This design comes from an exercise in tuning for small area on the open sky130 flow, not from production work.
Where RTL was checked, it was by simulation tests only, not by an equivalence proof against the original.
The clock port is modelled as an ideal driver; clocking choices that lean on that would not hold on a real chip.
Power and IR drop assume default switching activity.

zinc:
// I2CDevice
module I2CDevice(
	input i_clk,
	input i_rst,
	input [3:0] i_sw,
	input i_scl,
	input i_sda,
	output o_sda_oe,
	output o_sda_out,
	output [7:0] o_led);
	wire [3:0] w_sw;
	wire [2:0] w_state;
	wire w_rst_n;
	g_inv u_rst_n(.a(i_rst), .y(w_rst_n));
	StateMachineI2C state_inst(
		.i_clk(i_clk),
		.i_rst(i_rst),
		.i_data(w_sw),
		.i_scl(i_scl),
		.i_sda(i_sda),
		.o_sda_oe(o_sda_oe),
		.o_sda_out(o_sda_out),
		.o_state(w_state));
	DebounceFilter debounce_sw0(.i_clk(i_clk), .i_rst(i_rst), .i_rst_n(w_rst_n), .i_bouncy(i_sw[0]), .o_debounced(w_sw[0]));
	DebounceFilter debounce_sw1(.i_clk(i_clk), .i_rst(i_rst), .i_rst_n(w_rst_n), .i_bouncy(i_sw[1]), .o_debounced(w_sw[1]));
	DebounceFilter debounce_sw2(.i_clk(i_clk), .i_rst(i_rst), .i_rst_n(w_rst_n), .i_bouncy(i_sw[2]), .o_debounced(w_sw[2]));
	DebounceFilter debounce_sw3(.i_clk(i_clk), .i_rst(i_rst), .i_rst_n(w_rst_n), .i_bouncy(i_sw[3]), .o_debounced(w_sw[3]));
	assign o_led = {5'b00000, w_state};
endmodule
For scale: about 330 cells after synthesis, ~3400 sq um of cells after synthesis.
Settings: LEC_CHECK=0, CAP_MARGIN=20, CORE_MARGIN=2, CORE_UTILIZATION=60, CTS_BUF_LIST=sky130_fd_sc_hd__clkbuf_4 sky130_fd_sc_hd__clkbuf_8, SLEW_MARGIN=20, SYNTH_HIERARCHICAL=1; clock period 5.0 ns.
standard.sh (not shown) runs the stock make flow with config.mk's settings and CLKGATE_MAP_FILE= SYNTH_SCRIPT=/design/flow/synth_recipe.tcl, a recipe that flattens the netlist after the stock synthesis.
==> flow/flow/run.sh <==
#!/bin/bash
# Standard ORFS layout (the standard.sh, standard synthesis unchanged) with
# area-oriented knobs: minimum-size port buffers, combinational cells downsized
# before repair_design, no CTS dummy loads, the clock tree's leaves
# re-partitioned after CTS into clusters of at most 11 flip-flops with every
# clock buffer downsized as far as the clock slew allows, power (area) recovery
# after global routing, and a single tie cell for the constant outputs. The full log of each ORFS step is in orfs/logs/; this
# script's own output is in standard_flow.log.
set -euo pipefail
export BUFFER_PORTS_ARGS="-buffer_cell sky130_fd_sc_hd__buf_1"
export PRE_RESIZE_TCL="$PWD/flow/downsize.tcl"
export CTS_ARGS="-sink_clustering_enable -repair_clock_nets -dont_use_dummy_load -buf_list {sky130_fd_sc_hd__clkbuf_4 sky130_fd_sc_hd__clkbuf_8}"
export POST_CTS_TCL="$PWD/flow/clock_rebalance.tcl"
export CLK_LEAF_CAP=11
export CLK_SLEW_TARGET=0.120
export RECOVER_POWER=100
# one tie cell for the constant outputs o_led[7:3] instead of one per port
export SKIP_REPAIR_TIE_FANOUT=1
bash standard.sh > standard_flow.log 2>&1
Other scripts of this flow, unchanged in this note and not shown: flow/flow/clock_rebalance.tcl, flow/flow/downsize.tcl
> inputs changed (zinc -> fjord)
diff --git a/flow/flow/run.sh b/flow/flow/run.sh
--- a/flow/flow/run.sh
+++ b/flow/flow/run.sh
@@ -4,6 +4,6 @@
 # before repair_design, no CTS dummy loads, the clock tree's leaves
 # re-partitioned after CTS into clusters of at most 11 flip-flops with every
-# clock buffer downsized as far as the clock slew allows, power (area) recovery
-# after global routing, and a single tie cell for the constant outputs. The full log of each ORFS step is in orfs/logs/; this
+# clock buffer downsized as far as the clock slew allows, and power (area) recovery after
+# global routing. The full log of each ORFS step is in orfs/logs/; this
 # script's own output is in standard_flow.log.
 set -euo pipefail
@@ -15,5 +15,4 @@
 export CLK_SLEW_TARGET=0.120
 export RECOVER_POWER=100
-# one tie cell for the constant outputs o_led[7:3] instead of one per port
 export SKIP_REPAIR_TIE_FANOUT=1
 bash standard.sh > standard_flow.log 2>&1
Overall fraction of global-route tracks in use: fjord vs zinc identical
zinc -> fjord: instance count of the mapped netlist delta 0, exact match
From zinc to fjord, sequential cell count did not move at all.
From zinc to fjord, global-route track usage on met1 did not move at all.
Comparing zinc against fjord, there is no change at all in layout multi-input combinational cell count.
Required time of the critical path delta (fjord -> zinc): insignificant
Diff zinc..fjord | via count normalized by instance count | unchanged
zinc -> fjord: simple-gate portion of the synthesized area delta 0, exact match
Relative to fjord, the following input files were edited for tundra:
diff --git a/flow/flow/run.sh b/flow/flow/run.sh
--- a/flow/flow/run.sh
+++ b/flow/flow/run.sh
@@ -15,4 +15,3 @@
 export CLK_SLEW_TARGET=0.120
 export RECOVER_POWER=100
-export SKIP_REPAIR_TIE_FANOUT=1
 bash standard.sh > standard_flow.log 2>&1
--- outcome ---
For total number of vias, tundra and fjord come out practically identical. On routed length on met3, the lower figure sits with tundra, not fjord. Against fjord, tundra reports a total wirelength of the detailed-routed design that is higher. tundra -> fjord: total grt overflow delta 0, exact match. From fjord to tundra the numbers moved as follows: fraction of met2 tracks used by global routing shows an increase of 1.3 points; wire length on met2 has increased; total power neither gained nor lost much. In terms of switching power total, fjord and tundra differ only marginally. Critical path data arrival time was higher in the run labelled tundra. The run showing the greater sequential share of layout area is fjord.


exp/onyx:
I2CDevice, a different RTL version from the one above (not shown whole).
Size in the first run: ~430 cells after synthesis, about 3700 um^2 of cells after synthesis.
clock: 5.0 ns
lec_check: 0
abc_area: 1
cap_margin: 20
core_margin: 2
core_utilization: 60
cts_buf_list: sky130_fd_sc_hd__clkbuf_4 sky130_fd_sc_hd__clkbuf_8
slew_margin: 20
==> flow/flow/run.sh <==
#!/bin/bash
# Standard ORFS layout (the standard.sh, standard synthesis unchanged) with
# area-oriented knobs: minimum-size port buffers, no CTS dummy loads, and
# power (area) recovery after global routing.
set -euo pipefail
export BUFFER_PORTS_ARGS="-buffer_cell sky130_fd_sc_hd__buf_1"
export CTS_ARGS="-sink_clustering_enable -repair_clock_nets -dont_use_dummy_load -buf_list {sky130_fd_sc_hd__clkbuf_4 sky130_fd_sc_hd__clkbuf_8}"
export RECOVER_POWER=100
bash standard.sh > standard_flow.log 2>&1
Input changes introduced in exp/violet (baseline for comparison: exp/onyx):
# exp/onyx
export LEC_CHECK = 0
export ABC_AREA = 1
export CAP_MARGIN = 20
export CORE_MARGIN = 2
export CORE_UTILIZATION = 60
export CTS_BUF_LIST = sky130_fd_sc_hd__clkbuf_4 sky130_fd_sc_hd__clkbuf_8
export SLEW_MARGIN = 20
create_clock -name core_clock -period 5.0 [get_ports {i_clk}]
# exp/violet
export LEC_CHECK = 0
export ABC_AREA = 1
export CAP_MARGIN = 20
export CORE_MARGIN = 2
export CORE_UTILIZATION = 40
export SLEW_MARGIN = 20
create_clock -name core_clock -period 5.0 [get_ports {i_clk}]
==> flow/run.sh (new file) <==
#!/bin/bash
# synth_recipe.tcl (not shown) runs the flow's synth.tcl, then flattens the netlist and writes it again
# the make line also repeats each setting of config.mk as NAME=value (left out here)
make -C /OpenROAD-flow-scripts/flow DESIGN_CONFIG=/design/flow/config.mk WORK_HOME=/design/flow/orfs CLKGATE_MAP_FILE= SYNTH_SCRIPT=/design/flow/synth_recipe.tcl finish
removed: flow/flow/run.sh
removed: flow/standard.sh
### Flow results
The area overhead of the layout relative to synthesis of exp/violet is higher than that of exp/onyx.
Taking exp/onyx as 1.0, exp/violet lands at 1.2 on die width.
The final layout from exp/onyx, which completed every stage, passed the timing, DRC and antenna checks at the end of the flow.
exp/violet went all the way through synthesis, placement and routing and the layout is clean on timing, DRC and antenna.
[compare] base=exp/onyx new=exp/violet: first-pass GRT wire length increased by 6.3% relative to the old numbers, total power moved up, core footprint moved up, clock power went up, finished layout cell area increased by 6.0% relative to the old numbers.
Comparing exp/onyx with exp/violet, the distinct cell type count of the synthesized netlist came out essentially unchanged.
Of exp/violet and exp/onyx, it is exp/violet that has the lower required time of the critical path.
Critical path depth in cells: exp/violet < exp/onyx
The critical path class comes out reg2out in one run and in2reg in the other, namely in exp/violet and exp/onyx respectively.
Relative to exp/onyx, exp/violet degrades detailed-route wire length.
No functional check of the RTL was part of any run of this note.

-- static timing again, ports no longer ideal --
No port has a modelled driver above. Below, the same layouts with a new extraction and two added sets of constraints. Step 1, drivers: a clkbuf_16 drives i_clk and a buf_2 each remaining input, both assumed. Step 2 also shifts input and output timing later by t, the mid clock arrival at the registers, as if the neighbouring blocks saw the same clock. a / b / c = no drivers / after step 1 / after step 2; a / b = the first two.
run | shift t [ns] | setup slack, ns | hold WS [ns] | worst register clock-pin slew, ns | worst slew at a driven data input, ns
zinc | 0.802 | 2.558 / 2.529 / 2.555 | 0.304 / 0.298 / 0.359 | 0.12 / 0.12 | 0.07
fjord | 0.802 | 2.558 / 2.529 / 2.555 | 0.304 / 0.298 / 0.359 | 0.12 / 0.12 | 0.07
tundra | 0.835 | 2.537 / 2.510 / 2.575 | 0.266 / 0.261 / 0.362 | 0.11 / 0.11 | 0.04
exp/onyx | 0.373 | 2.526 / 2.534 / 2.160 | 0.364 / 0.364 / 0.364 | 0.11 / 0.11 | 0.03
exp/violet | 0.396 | 2.428 / 2.394 / 2.271 | 0.378 / 0.378 / 0.378 | 0.11 / 0.11 | 0.04
After both steps every run listed still meets setup and hold. For exp/onyx, which loses most, drivers alone change the setup slack by +0.008 ns; drivers and shift together by -0.366 ns.
